Background: an optimization exercise with open tools, aiming at small area, a short achievable clock period and few clock cycles per item. Do not read the settings as production practice. RTL that was checked went through simulation tests only; none was proved equivalent to the original. Function not checked in run 4: the RTL went through the layout flow alone.

$ cat flow/design.v
module speck_round #(
    parameter W = 32
)(
    input  wire [W-1:0] x_in,    
    input  wire [W-1:0] y_in,    
    input  wire [W-1:0] k_in,    
    output wire [W-1:0] x_out,
    output wire [W-1:0] y_out
);
    wire [W-1:0] sum;
    speck_add #(.W(W)) u_add (.a({x_in[7:0], x_in[W-1:8]}), .b(y_in), .ci(1'b0), .s(sum));
    assign x_out = sum ^ k_in;
    assign y_out = {y_in[W-4:0], y_in[W-1:W-3]} ^ x_out;
endmodule
module speck_add #(
    parameter W = 32
)(
    input  wire [W-1:0] a,
    input  wire [W-1:0] b,
    input  wire         ci,
    output wire [W-1:0] s
);
    reg [W-1:0] g, p;
    integer i, l, j;
    always @* begin
        g = a & b;
        p = a ^ b;
        g[0] = g[0] | (p[0] & ci);
        for (l = 0; (1 << l) < W; l = l + 1)
            for (i = W - 1; i >= 0; i = i - 1)
                if ((i >> l) & 1) begin
                    j = ((i >> l) << l) - 1;
                    g[i] = g[i] | (p[i] & g[j]);
                    p[i] = p[i] & p[j];
                end
    end
    assign s = a ^ b ^ {g[W-2:0], ci};
endmodule
module speck_round_inverse #(
    parameter W = 32
)(
    input  wire [W-1:0] x_in,
    input  wire [W-1:0] y_in,
    input  wire [W-1:0] k_in,
    output wire [W-1:0] x_out,
    output wire [W-1:0] y_out
);
    wire [W-1:0] t = x_in ^ y_in;
    wire [W-1:0] y_temp = {t[2:0], t[W-1:3]};
    wire [W-1:0] diff;
    speck_add #(.W(W)) u_sub (.a(x_in ^ k_in), .b(~y_temp), .ci(1'b1), .s(diff));
    assign x_out = {diff[W-9:0], diff[W-1:W-8]};
    assign y_out = y_temp;
endmodule
module speck64_core #(
    parameter NE = 4
)(
    input  wire          clk,
    input  wire          rst,           
    output wire          ready,
    input  wire          key_load,
    input  wire [127:0]  key_in,        
    input  wire          blk_start,
    input  wire          blk_dec,
    input  wire [63:0]   blk_in,        
    output wire          blk_done,
    output wire [63:0]   blk_out
);
    reg  [4:0]    ph;        
    reg  [4:0]    ph_b;      
    reg           hold;      
    reg  [NE-1:0] sl;        
    reg  [NE-1:0] show;      
    reg           nokey;     
    reg  [NE-1:0] run;       
    reg  [NE-1:0] dec;       
    reg           expand;    
    reg           pend;      
    reg  [127:0]  ka, kb, kbuf;
    wire last = sl[0];
    wire [NE-1:0] take;
    assign take[0] = last && !pend;
    genvar j;
    generate
        for (j = 1; j < NE; j = j + 1) begin : g_take
            assign take[j] = sl[j] && run[j-1];
        end
    endgenerate
    wire [NE-1:0] sl_next = {sl[NE-1:1], last};    
    wire late_key = key_load && |take[NE-1:1];
    wire stay     = last && nokey && !key_load;     
    wire [31:0] af_l, af_k, bi_l, bi_k;
    speck_round         u_key_f (.x_in(ka[63:32]), .y_in(ka[31:0]), .k_in({27'd0, ph}),
                                 .x_out(af_l), .y_out(af_k));
    speck_round_inverse u_key_i (.x_in(kb[127:96]), .y_in(kb[31:0]), .k_in({27'd0, ph_b}),
                                 .x_out(bi_l), .y_out(bi_k));
    wire [32*NE-1:0] kdf, kdi;
    assign kdf[31:0] = ka[31:0];
    assign kdi[31:0] = kb[31:0];
    wire [63:0] out_sel [0:NE];
    assign out_sel[0] = 64'd0;
    generate
        for (j = 0; j < NE; j = j + 1) begin : g_eng
            reg  [63:0] dat;     
            wire [31:0] xf, yf, xi, yi;
            if (j > 0) begin : g_kd
                reg [31:0] kf, ki;
                always @(posedge clk) begin
                    kf <= kdf[32*(j-1) +: 32];
                    ki <= kdi[32*(j-1) +: 32];
                end
                assign kdf[32*j +: 32] = kf;
                assign kdi[32*j +: 32] = ki;
            end
            speck_round         u_f (.x_in(dat[63:32]), .y_in(dat[31:0]), .k_in(kdf[32*j +: 32]),
                                     .x_out(xf), .y_out(yf));
            speck_round_inverse u_i (.x_in(dat[63:32]), .y_in(dat[31:0]), .k_in(kdi[32*j +: 32]),
                                     .x_out(xi), .y_out(yi));
            always @(posedge clk) begin
                if (sl[j])
                    dat <= blk_in;
                else
                    dat <= dec[j] ? {xi, yi} : {xf, yf};
            end
            assign out_sel[j+1] = out_sel[j] | (show[j] ? dat : 64'd0);
        end
    endgenerate
    assign blk_out = out_sel[NE];
    wire [NE-1:0] sl_d, run_d, dec_d, take_d;
    wire          pend_d = (pend && !last) || late_key;
    assign sl_d  = stay ? sl : {sl_next[NE-2:0], ph == 5'd26};
    assign run_d = stay ? (run & ~sl) : (run & ~sl) | (take & sl & {NE{blk_start}});
    assign dec_d = (dec & ~sl) | (sl & {NE{blk_dec}});
    assign take_d[0] = sl_d[0] && !pend_d;
    generate
        for (j = 1; j < NE; j = j + 1) begin : g_take_d
            assign take_d[j] = sl_d[j] && run_d[j-1];
        end
    endgenerate
    reg          ready_r, done_r;
    assign ready    = ready_r;
    assign blk_done = done_r;
    always @(posedge clk or posedge rst) begin
        if (rst) begin
            sl       <= {{(NE-1){1'b0}}, 1'b1};
            hold     <= 1'b0;
            nokey    <= 1'b1;
            run      <= {NE{1'b0}};
            dec      <= {NE{1'b0}};
            expand   <= 1'b0;
            pend     <= 1'b0;
            ready_r  <= 1'b1;
            done_r   <= 1'b0;
        end else begin
            sl      <= sl_d;
            run     <= run_d;
            ready_r <= |take_d;
            done_r  <= |(run_d & sl_d);
            if (!stay) begin
                hold <= (ph == 5'd25);
                dec  <= dec_d;
                pend <= pend_d;
                if (last) begin
                    nokey  <= 1'b0;
                    expand <= pend || key_load;
                end
            end
        end
    end
    always @(posedge clk)
        show <= sl_d;
    always @(posedge clk) begin
        if (last) begin
            ph   <= 5'd0;
            ph_b <= 5'd25;
        end else begin
            ph   <= ph + 5'd1;
            ph_b <= ph_b - 5'd1;
        end
    end
    always @(posedge clk) begin
        if (late_key)
            kbuf <= key_in;
        if (last) begin
            if (pend)
                ka <= kbuf;
            else if (key_load)
                ka <= key_in;
            else
                ka <= kb;
            kb <= ka;
        end else if (!hold) begin
            ka <= {af_l, ka[127:64], af_k};
            if (!expand)
                kb <= {kb[95:32], bi_l, bi_k};
            else if (sl[1])
                kb <= ka;
        end
    end
endmodule
$ cat flow/config.mk
export PLATFORM = sky130hd
export DESIGN_NAME = speck64_core
export DESIGN_NICKNAME = speck64_core
export VERILOG_FILES = /design/flow/design.v
export SDC_FILE = /design/flow/constraint.sdc
export NUM_CORES = 4
export LEC_CHECK = 0
export CAP_MARGIN = 20
export CORE_MARGIN = 2
export CORE_UTILIZATION = 50
export SETUP_SLACK_MARGIN = 3.6
export SLEW_MARGIN = 20
$ cat flow/standard.sh
#!/bin/bash
# synth_recipe.tcl (not shown) runs the flow's synth.tcl, then flattens the netlist and writes it again
# the make line also repeats each setting of config.mk as NAME=value (left out here)
make -C /OpenROAD-flow-scripts/flow DESIGN_CONFIG=/design/flow/config.mk WORK_HOME=/design/flow/orfs CLKGATE_MAP_FILE= SYNTH_SCRIPT=/design/flow/synth_recipe.tcl "${@:-finish}"
$ cat flow/constraint.sdc
create_clock -name core_clock -period 7.0 [get_ports {clk}]
set_input_delay 1.4000 -clock core_clock [delete_from_list [all_inputs] [get_ports {clk}]]
set_output_delay 1.4000 -clock core_clock [all_outputs]
set_load 0.01 [all_outputs]
$ cat flow/flow/run.sh
#!/bin/bash
# The standard layout, with the port buffers made from the smallest buffer
# (buf_1) instead of the one buffer_ports picks by default.
set -euo pipefail
export BUFFER_PORTS_ARGS="-buffer_cell sky130_fd_sc_hd__buf_1"
bash standard.sh > standard_flow.log 2>&1
==> results of run 1 <==
## state kept, by name (all words and copies together), names as in the netlist, named ones only
name,cells
done_r,1
expand,1
g_eng.dat,256
g_eng.g_kd.kf,96
g_eng.g_kd.ki,96
hold,1
ka,128
kb,128
kbuf,128
nokey,1
pend,1
ph,5
ph_b,5
ready_r,1
run,4
show,4
sl,4
## worst max-delay path: cells and delay by family (launching register included)
family	cells	cell delay (ns)
AOI/OAI and AO/OA	10	1.97
adders and majority gates	2	0.54
DFF	1	0.45
xor gates and xnor gates	2	0.37
buffers and inverters	1	0.03
## per-layer routing
metal,part of all wire (%),track usage (%)
met1,38,49.4
met2,45,65.1
met3,7.6,7.34
met4,9.1,30.5
met5,0,0
## kinds of logic (layout without fill, tap and decap cells)
group	Yosys count	count (layout)	synth area share, %
AOI/OAI and AO/OA	1280	1280	15.7
and+or+nand+nor	1261	1261	10.4
DFF	864	864	41.8
xor gates and xnor gates	809	809	14.1
buffers and inverters	377	755	2.79
adders and majority gates	354	354	9.46
muxes	275	275	5.67
other	0	3	0
## synthesized netlist by cell type (15+ instances only)
cell type / number
nor2_1: 237
dfxtp_1: 462
buf_1: 38
o221ai_1: 22
o21bai_1: 16
inv_1: 152
xor2_1: 337
and3_1: 15
o21a_1: 43
nor3_1: 50
fa_1: 50
a21oi_1: 264
nand3_1: 43
a31oi_1: 24
ha_1: 304
mux2_2: 100
or3_1: 32
nand2_1: 767
o21ai_0: 469
nor2b_1: 22
nand2b_1: 19
a21o_1: 111
nand4_1: 24
o211ai_1: 20
xnor2_1: 466
dfrtp_1: 15
a22oi_1: 134
clkbuf_1: 181
a211oi_1: 42
edfxtp_1: 384
mux2i_1: 175
## area by class of cell
class / count / area [um2]
antenna: 3 / 7.51
clock buffer: 145 / 2870
clock inverter: 38 / 400
fill: 8820 / 41100
inverter: 157 / 592
multi-input combinational: 3979 / 29900
sequential: 864 / 21400
tap: 1357 / 1700
timing repair buffer: 415 / 2450
## stage by stage
stage | hold slack (ns) | area (um2) | util, %
after floorplan | 0.349 | 50800 | -
after global placement | 0.353 | 53000 | 52.8
after detailed placement | 0.353 | 53000 | 52.8
after CTS | 0.360 | 57900 | 57.6
after global routing | 0.365 | 59300 | 59.1
final | 0.356 | 59300 | 59.1
## final timing paths
path                                                   from                           to  slack, ns  cells past startpoint
worst max-delay path                       kb[96]$_DFFE_PP_             kb[38]$_DFFE_PP_       3.37                     15
min in group asynchronous                               rst                    async pin       0.78                      2
max in group asynchronous                               rst             pend$_DFFE_PP0N_       5.67                      2
worst min register to register  g_eng[2].g_kd.kf[1]$_DFF_P_  g_eng[3].g_kd.kf[1]$_DFF_P_       0.36                      0
worst min-delay path            g_eng[2].g_kd.kf[1]$_DFF_P_  g_eng[3].g_kd.kf[1]$_DFF_P_       0.36                      0
worst max register to register             kb[96]$_DFFE_PP_             kb[38]$_DFFE_PP_       3.37                     15
## what timing repair did
action | CTS | global route
buffers inserted | 63 | 56
pin swaps | 81 | 115
gates cloned | 0 | 4
setup endpoints to repair | 296 | 189
resized for setup | 255 | 227
==> impl_results.md, run 1 <==
* Die X at roughly 320 um
* RSZ-0062 raised after global routing: yes
* Root Driver: clkbuf_16
* CTS clk-pin slew, worst paths at roughly 0.060 ns
* Ys async rst share at around 2.1%
* ANT nets after route at 0
* Finished Layout Cells at just under 7000
* Dpl cells at roughly 6600
* Critical Path Most Common Cell: a21o_1
* Commonest non-fill, non-tap cell in the layout: nand2_1
* Post-synth top area cell: edfxtp_1
* CTS tree: yes
* Nature of the critical path startpoint: register
* Yosys warns at 2
* Critical path cell sequence: xnor2_1, ha_2, inv_2, fa_2, a21o_1, a21o_1, a2111oi_4, o21ba_4, o21ai_4, a221oi_4, o21ai_2, a21o_1, a21oi_2, xor2_1, o21ai_1
* All-Layer GR Usage at 40.8%
* Most used flip-flop cell after synthesis: dfxtp_1
* Final Skew at about 0.033 ns
* Initial antenna violation count at 3
* Final Wtd Congestion at 1.05
* Syn_nets at roughly 5800
* Vias post-DR at ~43000
* Skew-Pair Late Insertion Delay at slightly above 0.7 ns
* Worst EP required at 7.45 ns
* Worst EP arrival at slightly above 4 ns
* Mapped Cells at ~5200
* First-pass GRT wire length at 302000 um
* Post-route setup slack at approximately 3.4 ns
* Worst-case clock buffer depth at 3
* DRC at 0
* Nets at 6067
* Sequential share of the synthesized area at about two fifths
* Post-route minimum period at ~3.6 ns
* Sink Count at approximately 860
* Final hold vios at 0
* Die Y at 323 um
* Post-synth EDFFs at ~380
* Top cell type's share of synthesized area at between 20% and 30%
* Total iterations of the first detailed-routing run at 6
* Status: no timing/DRC/antenna violations
* Max stage delay on crit path at approximately 0.45 ns
* Grt ovf at 0
* Slew at the pin closest to its max-slew limit at 1.25 ns
* Rel. slew slack at around 16%
* Dpl hpwl at between 150000 and 200000 um
* Core Rows at around 120
* Synth Area per Inst at approximately 9.7 um2
* Max-cap violations at 0
* First DRT Iteration DRCs at about 4600
* Min-delay worst type: register to register
* Core Area at 0.100 mm2
* Share of layout cells above drive strength 1 at between 10% and 20%
* Slew Viols, Final at 0
* Distinct cell type count after synthesis at 90
* Slowest CP cell: edfxtp_1
* CP endpoint kind: register
* Crit path max fanout at 3
* Die ar. at about 0.10 mm2
* Synth Cell Area at ~0.051 mm2
* Pin count of the biggest net entering global routing at 143
* Synth Register Bits at approximately 860
* CTS Hold Bufs at 0
* CTS buffer count at between 90 and 100
* Syn-to-layout area delta at 16.9%
* Final setup viols at 0
* Placement Setup Slack at between 2 and 3 ns
* Fmax at between 0.2 and 0.3 GHz
* H-tree level count at 3
* Initial Utilization at about half
* I/O Buffers at between 200 and 300
* CP Class: register to register
* Wirelength, routed at between 200000 and 250000 um
* IO Count at 263
* DR vias/cell at between 6 and 7
* Period utilisation layout at approximately 52%
* Number of global-route vias before repair at approximately 42000
* Most frequent cells in the layout: nand2_1 (759), o21ai_0 (437), xnor2_1 (431), edfxtp_1 (384), dfxtp_1 (360)
* Setup TNS at 0 ns
* DR WL/cell at 31.1 um
* Top cells by area, synth: edfxtp_1 (23%), dfxtp_1 (18%), xnor2_1 (8.0%)
Testbench counts, summed over its fixed seeds: cycles 6,752, blocks 784.
==> inputs of run 2 (changes only) <==
--- a/flow/design.v
+++ b/flow/design.v
@@ -69,5 +69,4 @@
     reg  [4:0]    ph;        
     reg  [4:0]    ph_b;      
-    reg           hold;      
     reg  [NE-1:0] sl;        
     reg  [NE-1:0] show;      
@@ -78,4 +77,5 @@
     reg           pend;      
     reg  [127:0]  ka, kb, kbuf;
+    reg  [31:0]   kn;        
     wire last = sl[0];
     wire [NE-1:0] take;
@@ -90,12 +90,16 @@
     wire late_key = key_load && |take[NE-1:1];
     wire stay     = last && nokey && !key_load;     
-    wire [31:0] af_l, af_k, bi_l, bi_k;
+    wire [31:0] af_l, af_k;
     speck_round         u_key_f (.x_in(ka[63:32]), .y_in(ka[31:0]), .k_in({27'd0, ph}),
                                  .x_out(af_l), .y_out(af_k));
-    speck_round_inverse u_key_i (.x_in(kb[127:96]), .y_in(kb[31:0]), .k_in({27'd0, ph_b}),
-                                 .x_out(bi_l), .y_out(bi_k));
+    wire [31:0] bd;
+    speck_add u_key_i (.a(kb[127:96] ^ {27'd0, ph_b}), .b(~kn), .ci(1'b1), .s(bd));
+    wire [127:0] kb_inv = {kb[95:64], kb[63:32], bd[23:0], bd[31:24], kn};
+    wire [31:0]  kn_inv = {kn[2:0] ^ kb[66:64], kn[31:3] ^ kb[95:67]};     
+    wire [31:0]  ka_kn  = ka[31:0] ^ ka[127:96];
+    wire [31:0]  kn_ka  = {ka_kn[2:0], ka_kn[31:3]};                      
     wire [32*NE-1:0] kdf, kdi;
     assign kdf[31:0] = ka[31:0];
-    assign kdi[31:0] = kb[31:0];
+    assign kdi[31:0] = kn;
     wire [63:0] out_sel [0:NE];
     assign out_sel[0] = 64'd0;
@@ -144,5 +148,4 @@
         if (rst) begin
             sl       <= {{(NE-1){1'b0}}, 1'b1};
-            hold     <= 1'b0;
             nokey    <= 1'b1;
             run      <= {NE{1'b0}};
@@ -158,5 +161,4 @@
             done_r  <= |(run_d & sl_d);
             if (!stay) begin
-                hold <= (ph == 5'd25);
                 dec  <= dec_d;
                 pend <= pend_d;
@@ -173,5 +175,5 @@
         if (last) begin
             ph   <= 5'd0;
-            ph_b <= 5'd25;
+            ph_b <= 5'd26;
         end else begin
             ph   <= ph + 5'd1;
@@ -190,8 +192,10 @@
                 ka <= kb;
             kb <= ka;
-        end else if (!hold) begin
+            kn <= kn_ka;
+        end else begin
             ka <= {af_l, ka[127:64], af_k};
+            kn <= kn_inv;        
             if (!expand)
-                kb <= {kb[95:32], bi_l, bi_k};
+                kb <= kb_inv;
             else if (sl[1])
                 kb <= ka;
==> run 2 against run 1 <==
Against the previous run: first-iteration DRC count grew 5.9%; highest routed layer is now met5; via count is 0.65% higher; non-clock buffer count decreased by 11; die area about the same; final cell count increased by 1.0%.
==> impl_results.md, run 2 <==
* Synth Cell Area at 0.0507 mm2 (about the same)
* I/O Buffers at 262 (unchanged)
* Post-route minimum period at 3.52 ns (-0.106 ns)
* Worst EP required at 7.42 ns (-0.03 ns)
* Core Rows at 116 (unchanged)
* H-tree level count at 3 (unchanged)
* Max reg flops at 256 (unchanged)
* Number of global-route vias before repair at 41560 (-0.64%)
* Count leader, synth: nand2_1
* Status: no timing/DRC/antenna violations
* Nets at 6129 (+1.0%)
* Fmax at 0.284 GHz (+3.0%)
* Core Area at 0.100 mm2 (-0.14%)
* Sink Count at 895 (+3.6%)
* CTS Hold Bufs at 0 (unchanged)
* All-Layer GR Usage at 41.4% (+0.55 points)
* CP endpoint kind: register
* Critical path cell sequence: xnor2_1, ha_2, inv_1, fa_2, a211oi_2, o21a_1, nor3_2, or3b_4, a21oi_4, buf_4, buf_6, nand2b_1, o21bai_2, a21oi_2, xor2_1, o21ai_0
* Worst EP arrival at 3.94 ns (-0.14 ns)
* Worst-case clock buffer depth at 3 (unchanged)
* Commonest non-fill, non-tap cell in the layout: nand2_1
* Max-cap violations at 0 (unchanged)
* Die ar. at 0.104 mm2 (about the same)
* Synth cell count leaders: nand2_1 (713), dfxtp_1 (622), xnor2_1 (487)
* First-pass GRT wire length at 305000 um (+0.91%)
* Fillers at 8831 (+0.12%)
* First DRT Iteration DRCs at 4922 (+5.9%)
* Post-synth EDFFs at 256 (-33%)
* Slew at the pin closest to its max-slew limit at 1.19 ns (-0.0684 ns)
* Setup TNS at 0 ns (unchanged)
* Top cell type's share of synthesized area at 24.5% (+1.8 points)
* ANT nets after route at 0 (unchanged)
* Sequential share of the synthesized area at 40.5% (-1.3 points)
* Min-delay worst type: register to register
* Initial Utilization at 50.6% (about the same)
* Final setup viols at 0 (unchanged)
* Skew-Pair Late Insertion Delay at 0.73 ns (about the same)
* Register-to-Register Path Depth at 16 (+1)
* DRC at 0 (unchanged)
* Most used flip-flop cell after synthesis: dfxtp_1
* Post-synth top area cell: dfxtp_1
* Vias post-DR at 43077 (+0.65%)
* Syn-to-layout area delta at 17.4%
* Die X at 323 um (about the same)
* IO Count at 263 (unchanged)
* Cells on Worst Hold Path at 0 (unchanged)
* Yosys warns at 3 (+1)
* Root Driver: clkbuf_16
* Final Wtd Congestion at 1.09 (+3.6%)
* Share of layout cells above drive strength 1 at 14.9% (+0.031 points)
* Cell area after layout at 0.0596 mm2 (+0.42%)
* Total iterations of the first detailed-routing run at 5 (-1)
* Core Util, Final at 59.4% (+0.34 points)
* Most frequent cells in the layout: nand2_1 (704), dfxtp_1 (489), xnor2_1 (458), o21ai_0 (395), xor2_1 (335)
* Dpl cell area at 0.0530 mm2 (about the same)
* Initial antenna violation count at 13 (+10)
* CTS tree: yes
* Top cells by area, synth: dfxtp_1 (25%), edfxtp_1 (15%), xnor2_1 (8.4%)
* RSZ-0062 raised after global routing: yes
* Final Skew at 0.0409 ns (+0.00802 ns)
* FF-to-FF setup slack at 3.48 ns (+0.11 ns)
* CP Class: register to register
* CTS buffer count at 101 (+2.0%)
* Final hold vios at 0 (unchanged)
* Period utilisation layout at 50.3% (-1.5 points)
* DR WL/cell at 31.3 um (+0.63%)
* Slowest CP cell: edfxtp_1
* Mapped Cells at 5298 (+1.5%)
* Distinct cell type count after synthesis at 95 (+5.6%)
* Nature of the critical path startpoint: register
* WP buf/inv at 3 (+2)
* Crit path max fanout at 3 (unchanged)
* Synth Register Bits at 895 (+3.6%)
* Biggest register: g_eng.dat
* Max stage delay on crit path at 0.44 ns (about the same)
* Wirelength, routed at 220000 um (+1.7%)
* DR vias/cell at 6.13 (-0.38%)
* Ys async rst share at 1.90% (-0.18 points)
* Critical Path Stages at 16 (+1)
* Pin count of the biggest net entering global routing at 177 (+24%)
* Rel. slew slack at 21.0% (+4.6 points)
* Placement Setup Slack at 2.73 ns (-0.161 ns)
* Die Y at 323 um (about the same)
* CP delay by family, top: compound AO/OA/AOI/OAI gates
* Synth Area per Inst at 9.58 um2 (-1.5%)
* Grt ovf at 0 (unchanged)
* Dpl hpwl at 167000 um (+2.7%)
* Syn_nets at 5848 (+1.3%)
* CTS clk-pin slew, worst paths at 0.06 ns (about the same)
* Slew Viols, Final at 0 (unchanged)
* Post-route setup slack at 3.48 ns (+0.106 ns)
run 2: metrics by stage:
step                      hold WS (ns)  std cells
after floorplan                  0.329       5298
after global placement           0.355       6730
after detailed placement         0.358       6730
after CTS                        0.366       6968
after global routing             0.370       7027
final                            0.366       7030
run 2: repair_timing:
action | 4_1_cts | 5_1_grt
setup endpoints to repair | 252 | 224
pin swaps | 59 | 87
gates resized for setup | 273 | 246
gates cloned | 2 | 4
buffers inserted | 45 | 52
run 2: cell families (layout without fill, tap and decap cells):
| group | count (synthesis) | after routing | synth area share (%) |
|---|---|---|---|
| DFF | 895 | 895 | 40.5 |
| buffers and inverters | 416 | 785 | 3.08 |
| muxes | 261 | 261 | 5.38 |
| xor gates and xnor gates | 849 | 849 | 14.9 |
| and+or+nand+nor | 1188 | 1188 | 9.87 |
| adders and majority gates | 353 | 353 | 9.44 |
| other | 0 | 6 | 0 |
| AOI/OAI and AO/OA | 1336 | 1336 | 16.8 |
run 2: path summary, 6_finish.rpt:
check | startpoint | endpoint
setup / recovery | kb[96]$_DFFE_PP_ | kb[60]$_DFFE_PP_
hold / removal | g_eng[2].g_kd.kf[26]$_DFF_P_ | g_eng[3].g_kd.kf[26]$_DFF_P_
setup reg to reg | kb[96]$_DFFE_PP_ | kb[60]$_DFFE_PP_
hold reg to reg | g_eng[2].g_kd.kf[26]$_DFF_P_ | g_eng[3].g_kd.kf[26]$_DFF_P_
max in group asynchronous | rst | sl[3]$_DFF_PP0_
min in group asynchronous | rst | expand$_DFFE_PP0P_
run 2: area by class of cell:
type / instances / area (um2) / share of cell area, %
flip-flops and latches: 895 / 20800 / 35.0
clock buffers: 153 / 3030 / 5.08
well taps: 1357 / 1700 / 2.85
diodes: 6 / 15.0 / 0.0252
inverters: 190 / 717 / 1.20
repair buffers: 404 / 2430 / 4.08
clock inverters: 38 / 477 / 0.800
multi-input cells: 3987 / 30400 / 51.0
run 2: routing by layer:
metal / global-route usage (%) / wire (um)
met1: 50.8 / 84100
met2: 65.7 / 99900
met3: 7.18 / 17500
met4: 30.0 / 18600
met5: 0 / 69
Testbench counts of run 2, summed over its fixed seeds: cycles 6,752, blocks 784.
==> inputs of run 3 (changes only) <==
--- a/flow/config.mk
+++ b/flow/config.mk
@@ -8,5 +8,5 @@
 export CAP_MARGIN = 20
 export CORE_MARGIN = 2
-export CORE_UTILIZATION = 50
+export CORE_UTILIZATION = 40
 export SETUP_SLACK_MARGIN = 3.6
 export SLEW_MARGIN = 20
==> run 3 against run 2 <==
Against the previous run: still clean; fmax decreased by 2.3%; register-to-register slack gained 0.03 ns; flip-flop and latch count is the same; global-route usage fell by 8.6 points.
==> impl_results.md, run 3 <==
* Nets at 6124 (-0.082%)
* Vias post-DR at 43448 (+0.86%)
* Mapped Cells at 5298 (unchanged)
* Fmax at 0.278 GHz (-2.3%)
* Wirelength, routed at 223000 um (+1.3%)
* Distinct cell type count after synthesis at 95 (unchanged)
* Period utilisation layout at 51.4% (+1.2 points)
* Post-synth top area cell: dfxtp_1
* First-pass GRT wire length at 304000 um (-0.15%)
* Final hold vios at 0 (unchanged)
* Setup TNS at 0 ns (unchanged)
* Max-cap violations at 0 (unchanged)
* CP endpoint kind: output pin
* Slew at the pin closest to its max-slew limit at 1.14 ns (-0.0476 ns)
* Skew-Pair Late Insertion Delay at 0.76 ns (+0.03 ns)
* Final Wtd Congestion at 1.08 (-0.95%)
* Root Driver: clkbuf_16
* Grt ovf at 0 (unchanged)
* DR vias/cell at 5.94 (-3.1%)
* All-Layer GR Usage at 32.7% (-8.6 points)
* Die X at 360 um (+12%)
* Initial Utilization at 40.4% (-10 points)
* Post-route minimum period at 3.60 ns (+0.0817 ns)
* Ys async rst share at 1.90% (unchanged)
* Fillers at 11858 (+34%)
* Number of global-route vias before repair at 41431 (-0.31%)
* CTS clk-pin slew, worst paths at 0.06 ns (about the same)
* Sequential share of the synthesized area at 40.5% (unchanged)
* Worst EP required at 5.60 ns (-1.82 ns)
* Syn-to-layout area delta at 18.2%
* Worst-case clock buffer depth at 3 (unchanged)
* Placement Setup Slack at 2.84 ns (+0.109 ns)
* Post-route setup slack at 3.40 ns (-0.0817 ns)
* IO Count at 263 (unchanged)
* Core Area at 0.126 mm2 (+25%)
* Crit path max fanout at 4 (+1)
* Rel. slew slack at 24.1% (+3.2 points)
* Commonest non-fill, non-tap cell in the layout: nand2_1
* Yosys warns at 3 (unchanged)
* Synth Area per Inst at 9.58 um2 (unchanged)
* Die ar. at 0.130 mm2 (+25%)
* Synth cell count leaders: nand2_1 (713), dfxtp_1 (622), xnor2_1 (487)
* Finished Layout Cells at 7314 (+4.0%)
* H-tree level count at 3 (unchanged)
* ANT nets after route at 0 (unchanged)
* Top cells by area, synth: dfxtp_1 (25%), edfxtp_1 (15%), xnor2_1 (8.4%)
* RSZ-0062 raised after global routing: yes
* Final Skew at 0.0533 ns (+0.0124 ns)
* Dpl hpwl at 168000 um (+0.68%)
* Area occupied by registers at 0.0208 mm2 (-0.20%)
* Core Rows at 130 (+12%)
* Most used flip-flop cell after synthesis: dfxtp_1
* Fin Hold WS at 0.365 ns (-0.000625 ns)
* Final setup viols at 0 (unchanged)
* CTS buffer count at 100 (-0.99%)
* Worst EP arrival at 2.20 ns (-1.74 ns)
* Post-synth EDFFs at 256 (unchanged)
* Min-delay worst type: register to register
* Slew Viols, Final at 0 (unchanged)
* Share of layout cells above drive strength 1 at 15.1% (+0.26 points)
* Syn_nets at 5848 (unchanged)
* Sink Count at 895 (unchanged)
* CTS Hold Bufs at 0 (unchanged)
* Dpl cells at 7024 (+4.4%)
* DR WL/cell at 30.5 um (-2.6%)
* Total iterations of the first detailed-routing run at 7 (+2)
* First DRT Iteration DRCs at 5508 (+12%)
* I/O Buffers at 262 (unchanged)
* Pin count of the biggest net entering global routing at 194 (+9.6%)
* DRC at 0 (unchanged)
* Initial antenna violation count at 10 (-3)
* Die Y at 360 um (+12%)
* Most frequent cells in the layout: nand2_1 (675), dfxtp_1 (509), xnor2_1 (469), o21ai_0 (398), xor2_1 (339)
* Max reg flops at 256 (unchanged)
* Count leader, synth: nand2_1
* Nature of the critical path startpoint: register
* Synth Cell Area at 0.0507 mm2 (unchanged)
* Status: no timing/DRC/antenna violations
* Biggest register: g_eng.dat
* Synth Register Bits at 895 (unchanged)
* CTS tree: yes
* Top cell type's share of synthesized area at 24.5% (unchanged)
* Multi-input gate area at 0.0303 mm2 (-0.22%)
* CP Class: register to output pin
==> run 3: cell counts after synthesis <==
Identical to the previous run, type by type.
==> run 3: final timing paths <==
kind / cells past startpoint / slack, ns / to / from
min reg2reg: 0 / 0.37 / g_eng[3].g_kd.kf[0]$_DFF_P_ / g_eng[2].g_kd.kf[0]$_DFF_P_
min in group asynchronous: 2 / 0.89 / run[0]$_DFF_PP0_ / rst
min: 0 / 0.37 / g_eng[3].g_kd.kf[0]$_DFF_P_ / g_eng[2].g_kd.kf[0]$_DFF_P_
max: 5 / 3.40 / blk_out[21] / show[2]$_DFF_P_
max in group asynchronous: 2 / 5.45 / pend$_DFFE_PP0N_ / rst
max reg2reg: 14 / 3.51 / g_eng[2].dat[61]$_DFF_P_ / g_eng[2].g_kd.ki[0]$_DFF_P_
==> run 3: final cells by class <==
class / instances / share of cell area (%)
clock buffer: 158 / 5.07
tap: 1650 / 3.44
inverter: 190 / 1.20
timing repair buffer: 400 / 4.32
multi-input combinational: 3987 / 50.5
sequential: 895 / 34.7
antenna: 3 / 0.0125
clock inverter: 31 / 0.730
==> run 3: per-stage QoR <==
stage / util [%] / area, um2
2_1_floorplan: - / 50800
3_3_place_gp: 42.4 / 53300
3_5_place_dp: 42.4 / 53300
4_1_cts: 46.4 / 58300
5_1_grt: 47.7 / 60000
6_report: 47.7 / 60000
==> run 3: kinds of logic after synthesis <==
kind of cell               Yosys count  synth area share [%]
AOI/OAI and AO/OA                 1336                  16.8
xor gates and xnor gates           849                  14.9
adders and majority gates          353                  9.44
buffers and inverters              416                  3.08
DFF                                895                  40.5
muxes                              261                  5.38
and+or+nand+nor                   1188                  9.87
==> run 3: routing by layer <==
metal / up-vias / track usage [%] / wire length (um)
met3: 587 / 6.61 / 21100
met1: 21054 / 41.8 / 87500
met5: - / 0 / 0
met2: 2570 / 52.1 / 99400
li1: 19237 / - / -
met4: 0 / 17.3 / 15000
==> run 3: worst max-delay path, stage by stage, from the launching register on <==
cell and delay [ns]:
dfxtp_4 0.37, buf_12 0.13, buf_16 0.13, a22oi_2 0.41, nand2_2 0.24, buf_6 0.18
==> run 3: what timing repair did <==
action / CTS / global route
pin swaps: 73 / 142
gates resized for setup: 278 / 263
gates cloned: 5 / 12
setup endpoints to repair: 253 / 199
buffers inserted: 30 / 49
==> inputs of run 4 (changes only) <==
--- a/flow/design.v
+++ b/flow/design.v
@@ -69,4 +69,5 @@
     reg  [4:0]    ph;        
     reg  [4:0]    ph_b;      
+    reg           hold;      
     reg  [NE-1:0] sl;        
     reg  [NE-1:0] show;      
@@ -101,5 +102,5 @@
     wire [32*NE-1:0] kdf, kdi;
     assign kdf[31:0] = ka[31:0];
-    assign kdi[31:0] = kn;
+    assign kdi[31:0] = kb[31:0];
     wire [63:0] out_sel [0:NE];
     assign out_sel[0] = 64'd0;
@@ -130,5 +131,8 @@
         end
     endgenerate
-    assign blk_out = out_sel[NE];
+    reg [63:0] outr;
+    always @(posedge clk)
+        outr <= out_sel[NE];
+    assign blk_out = outr;
     wire [NE-1:0] sl_d, run_d, dec_d, take_d;
     wire          pend_d = (pend && !last) || late_key;
@@ -142,10 +146,11 @@
         end
     endgenerate
-    reg          ready_r, done_r;
+    reg          ready_r, done_r, done_o;
     assign ready    = ready_r;
-    assign blk_done = done_r;
+    assign blk_done = done_o;
     always @(posedge clk or posedge rst) begin
         if (rst) begin
             sl       <= {{(NE-1){1'b0}}, 1'b1};
+            hold     <= 1'b0;
             nokey    <= 1'b1;
             run      <= {NE{1'b0}};
@@ -155,5 +160,7 @@
             ready_r  <= 1'b1;
             done_r   <= 1'b0;
+            done_o   <= 1'b0;
         end else begin
+            done_o  <= done_r;
             sl      <= sl_d;
             run     <= run_d;
@@ -161,4 +168,5 @@
             done_r  <= |(run_d & sl_d);
             if (!stay) begin
+                hold <= (ph == 5'd25);
                 dec  <= dec_d;
                 pend <= pend_d;
@@ -175,5 +183,5 @@
         if (last) begin
             ph   <= 5'd0;
-            ph_b <= 5'd26;
+            ph_b <= 5'd25;
         end else begin
             ph   <= ph + 5'd1;
@@ -193,12 +201,14 @@
             kb <= ka;
             kn <= kn_ka;
-        end else begin
+        end else if (!hold) begin
             ka <= {af_l, ka[127:64], af_k};
-            kn <= kn_inv;        
-            if (!expand)
+            if (!expand) begin
                 kb <= kb_inv;
-            else if (sl[1])
+                kn <= kn_inv;
+            end else if (sl[1]) begin
                 kb <= ka;
-        end
-    end
-endmodule
+                kn <= kn_ka;
+            end
+        end
+    end
+endmodule
==> run 4 against run 3 <==
Against the previous run: still clean; via count increased by 1.1%; register-to-register slack worse by 0.23 ns; critical path depth grew 11; non-clock buffer count is 30 higher; fmax decreased by 3.1%; design area up 5.0%; utilization shrank 0.38 points; worst hold slack lost 0.0073 ns; critical endpoint is now g_eng[1].dat[61]$_DFF_P_.
==> impl_results.md, run 4 <==
* Status: no timing/DRC/antenna violations
* Critical path cell sequence: xor2_2, ha_2, inv_2, fa_2, a211o_1, a2111oi_4, o211ai_1, a31oi_4, buf_12, o21ai_4, a21o_4, a41o_1, xor2_1, nand2_1, o211ai_1, a21boi_2
* Setup TNS at 0 ns (unchanged)
* Wirelength, routed at 226000 um (+1.4%)
* All-Layer GR Usage at 32.1% (-0.67 points)
* ANT nets after route at 0 (unchanged)
* CP endpoint kind: register
* Die ar. at 0.137 mm2 (+5.5%)
* Synth Area per Inst at 9.88 um2 (+3.2%)
* CTS Hold Bufs at 0 (unchanged)
* Mapped Cells at 5421 (+2.3%)
* H-tree level count at 3 (unchanged)
* Max-cap violations at 0 (unchanged)
* DR vias/cell at 5.78 (-2.7%)
* Yosys warns at 3 (unchanged)
* Rel. slew slack at 24.0% (-0.18 points)
* Initial Utilization at 40.2% (-0.12 points)
* Dpl hpwl at 172000 um (+2.3%)
* WP buf/inv at 2 (-1)
* Worst-case clock buffer depth at 3 (unchanged)
* Nets at 6283 (+2.6%)
* Share of layout cells above drive strength 1 at 14.1% (-1.0 points)
* Fillers at 12615 (+6.4%)
* CP delay by family, top: compound AO/OA/AOI/OAI gates
* Nature of the critical path startpoint: register
* Count leader, synth: nand2_1
* Critical Path Most Common Cell: o211ai_1
* Final hold vios at 0 (unchanged)
* Post-route minimum period at 3.72 ns (+0.116 ns)
* DR WL/cell at 29.7 um (-2.4%)
* Max stage delay on crit path at 0.39 ns (-0.02 ns)
* Slew Viols, Final at 0 (unchanged)
* Syn-to-layout area delta at 17.6%
* Synth cell count leaders: nand2_1 (806), dfxtp_1 (526), o21ai_0 (511)
* Top cells by area, synth: edfxtp_1 (23%), dfxtp_1 (20%), xnor2_1 (7.8%)
* Final setup viols at 0 (unchanged)
* Core Rows at 134 (+3.1%)
* First DRT Iteration DRCs at 4629 (-16%)
* Sequential share of the synthesized area at 43.9% (+3.3 points)
* CTS tree: yes
* Biggest register: g_eng.dat
* Initial antenna violation count at 16 (+6)
* CP Class: register to register
* Top cell type's share of synthesized area at 23.3% (-1.2 points)
* I/O Buffers at 262 (unchanged)
* Synth Register Bits at 961 (+7.4%)
* Skew-Pair Late Insertion Delay at 0.78 ns (+0.02 ns)
* IO Count at 263 (unchanged)
* Crit path max fanout at 4 (unchanged)
* Core Area at 0.133 mm2 (+5.9%)
* Min-delay worst type: register to register
* Die X at 370 um (+2.7%)
* Post-synth EDFFs at 416 (+63%)
* Max reg flops at 256 (unchanged)
* Grt ovf at 0 (unchanged)
* Distinct cell type count after synthesis at 83 (-13%)
* RSZ-0062 raised after global routing: yes
* Sink Count at 961 (+7.4%)
* Worst EP arrival at 4.35 ns (+2.15 ns)
* Most frequent cells in the layout: nand2_1 (801), o21ai_0 (468), dfxtp_1 (438), xnor2_1 (437), edfxtp_1 (416)
* Slowest CP cell: fa_2
* Post-synth top area cell: edfxtp_1
* Fmax at 0.269 GHz (-3.1%)
* Worst EP required at 7.64 ns (+2.04 ns)
* Final Wtd Congestion at 1.04 (-3.4%)
* Root Driver: clkbuf_16
* CTS clk-pin slew, worst paths at 0.07 ns (about the same)
* Slew at the pin closest to its max-slew limit at 1.14 ns (+0.00269 ns)
* Number of global-route vias before repair at 41968 (+1.3%)
* Vias post-DR at 43938 (+1.1%)
* Multi-input gate area at 0.0303 mm2 (-0.15%)
* Total iterations of the first detailed-routing run at 5 (-2)
* Core Util, Final at 47.3% (-0.38 points)
* Die Y at 370 um (+2.7%)
* First-pass GRT wire length at 312000 um (+2.5%)
* CTS buffer count at 110 (+10%)
* Ys async rst share at 1.98% (+0.078 points)
* Final Skew at 0.0732 ns (+0.0199 ns)
* Area occupied by registers at 0.0237 mm2 (+14%)
* Commonest non-fill, non-tap cell in the layout: nand2_1
* Pin count of the biggest net entering global routing at 176 (-9.3%)
* Syn_nets at 5972 (+2.1%)
* Synth Cell Area at 0.0536 mm2 (+5.6%)
* DRC at 0 (unchanged)
* Most used flip-flop cell after synthesis: dfxtp_1
* Period utilisation layout at 53.1% (+1.7 points)
==> run 4: cell types whose count changed after synthesis, moves of 19 or more <==
cell | previous run | this run
o211ai_1 | 80 | 24
o21ai_0 | 411 | 511
clkbuf_1 | 178 | 197
edfxtp_1 | 256 | 416
dfxtp_1 | 622 | 526
nand2_1 | 713 | 806
a21oi_1 | 279 | 256
==> run 4: logic make-up (layout without fill, tap and decap cells) <==
| family | count (synthesis) | after routing | share of synthesized area [%] |
|---|---|---|---|
| AO/OA/AOI/OAI | 1317 | 1317 | 15.2 |
| multiplexers | 264 | 264 | 5.15 |
| AND/OR/NAND/NOR | 1263 | 1263 | 9.86 |
| adder cells (fa/ha/maj) | 354 | 354 | 8.97 |
| buffers and inverters | 411 | 820 | 2.88 |
| XOR/XNOR | 851 | 851 | 14.0 |
| other | 0 | 6 | 0 |
| flip-flops | 961 | 961 | 43.9 |
==> run 4: timing repair <==
item | CTS | global route
endpoints found under the setup margin | 300 | 179
buffers inserted | 87 | 41
resized for setup | 279 | 202
pin swaps | 103 | 141
gates cloned | 0 | 0
==> run 4: final timing paths <==
kind,slack [ns],end,cells past startpoint,startpoint
min reg2reg,0.36,done_o$_DFF_PP0_,0,done_r$_DFF_PP0_
max,3.28,g_eng[1].dat[61]$_DFF_P_,16,g_eng[1].dat[35]$_DFF_P_
max in group asynchronous,5.52,pend$_DFFE_PP0N_,2,rst
max reg2reg,3.28,g_eng[1].dat[61]$_DFF_P_,16,g_eng[1].dat[35]$_DFF_P_
min,0.36,done_o$_DFF_PP0_,0,done_r$_DFF_PP0_
min in group asynchronous,0.92,expand$_DFFE_PP0P_,2,rst
==> run 4: metrics by stage <==
stage                     cells  area (um2)  hold slack (ns)  worst slack (ns)
after floorplan            5421       53600            0.331              2.78
after global placement     7260       56300            0.337              2.77
after detailed placement   7260       56300            0.349              2.77
after CTS                  7557       61900            0.357              3.28
after global routing       7598       63000            0.369              3.17
final                      7604       63000            0.358              3.28
==> run 4: metal layers <==
layer	part of all wire, %	global-route usage, %
met1	40	41.6
met2	46	52.1
met3	7.7	4.76
met4	5.7	15.8
met5	0.046	0
==> run 4: final cells by class <==
| class | instances | area share [%] |
|---|---|---|
| antenna | 6 | 0.0238 |
| sequential | 961 | 37.6 |
| clock inverter | 79 | 1.30 |
| clock buffer | 131 | 4.63 |
| timing repair buffer | 430 | 3.80 |
| inverter | 180 | 1.08 |
| multi-input combinational | 4049 | 48.0 |
| tap | 1768 | 3.51 |

-- separate check: timing with driven ports --
In the flow no input, the clock included, has a driving cell. The finished layouts below were timed again as built, in two steps.
Step 1 sets driving cells, clkbuf_16 on the clock port and buf_2 on the other inputs (assumed; they add their load-dependent delay and slew).
Step 2 adds t to the input delays and takes it off the output delays; t is the mean of the earliest and latest rising clock arrival at the registers after step 1. Input paths then give back, and output paths get back, about the clock's delay inside the block.
Slacks: no drivers / after step 1 / after step 2; pairs: no drivers / after step 1.
| run | t (ns) | setup WS [ns] | hold WS [ns] |
|---|---|---|---|
| run 1 | 0.776 | 3.375 / 3.375 / 3.194 | 0.356 / 0.356 / 0.356 |
| run 2 | 0.787 | 3.481 / 3.412 / 3.246 | 0.366 / 0.366 / 0.366 |
| run 3 | 0.814 | 3.399 / 3.320 / 2.963 | 0.365 / 0.365 / 0.365 |
| run 4 | 0.826 | 3.283 / 3.283 / 3.278 | 0.358 / 0.358 / 0.358 |
After both steps every run listed still meets setup and hold. The setup slack of run 3, which loses most, moves by -0.079 ns with the drivers and by -0.436 ns with both steps.
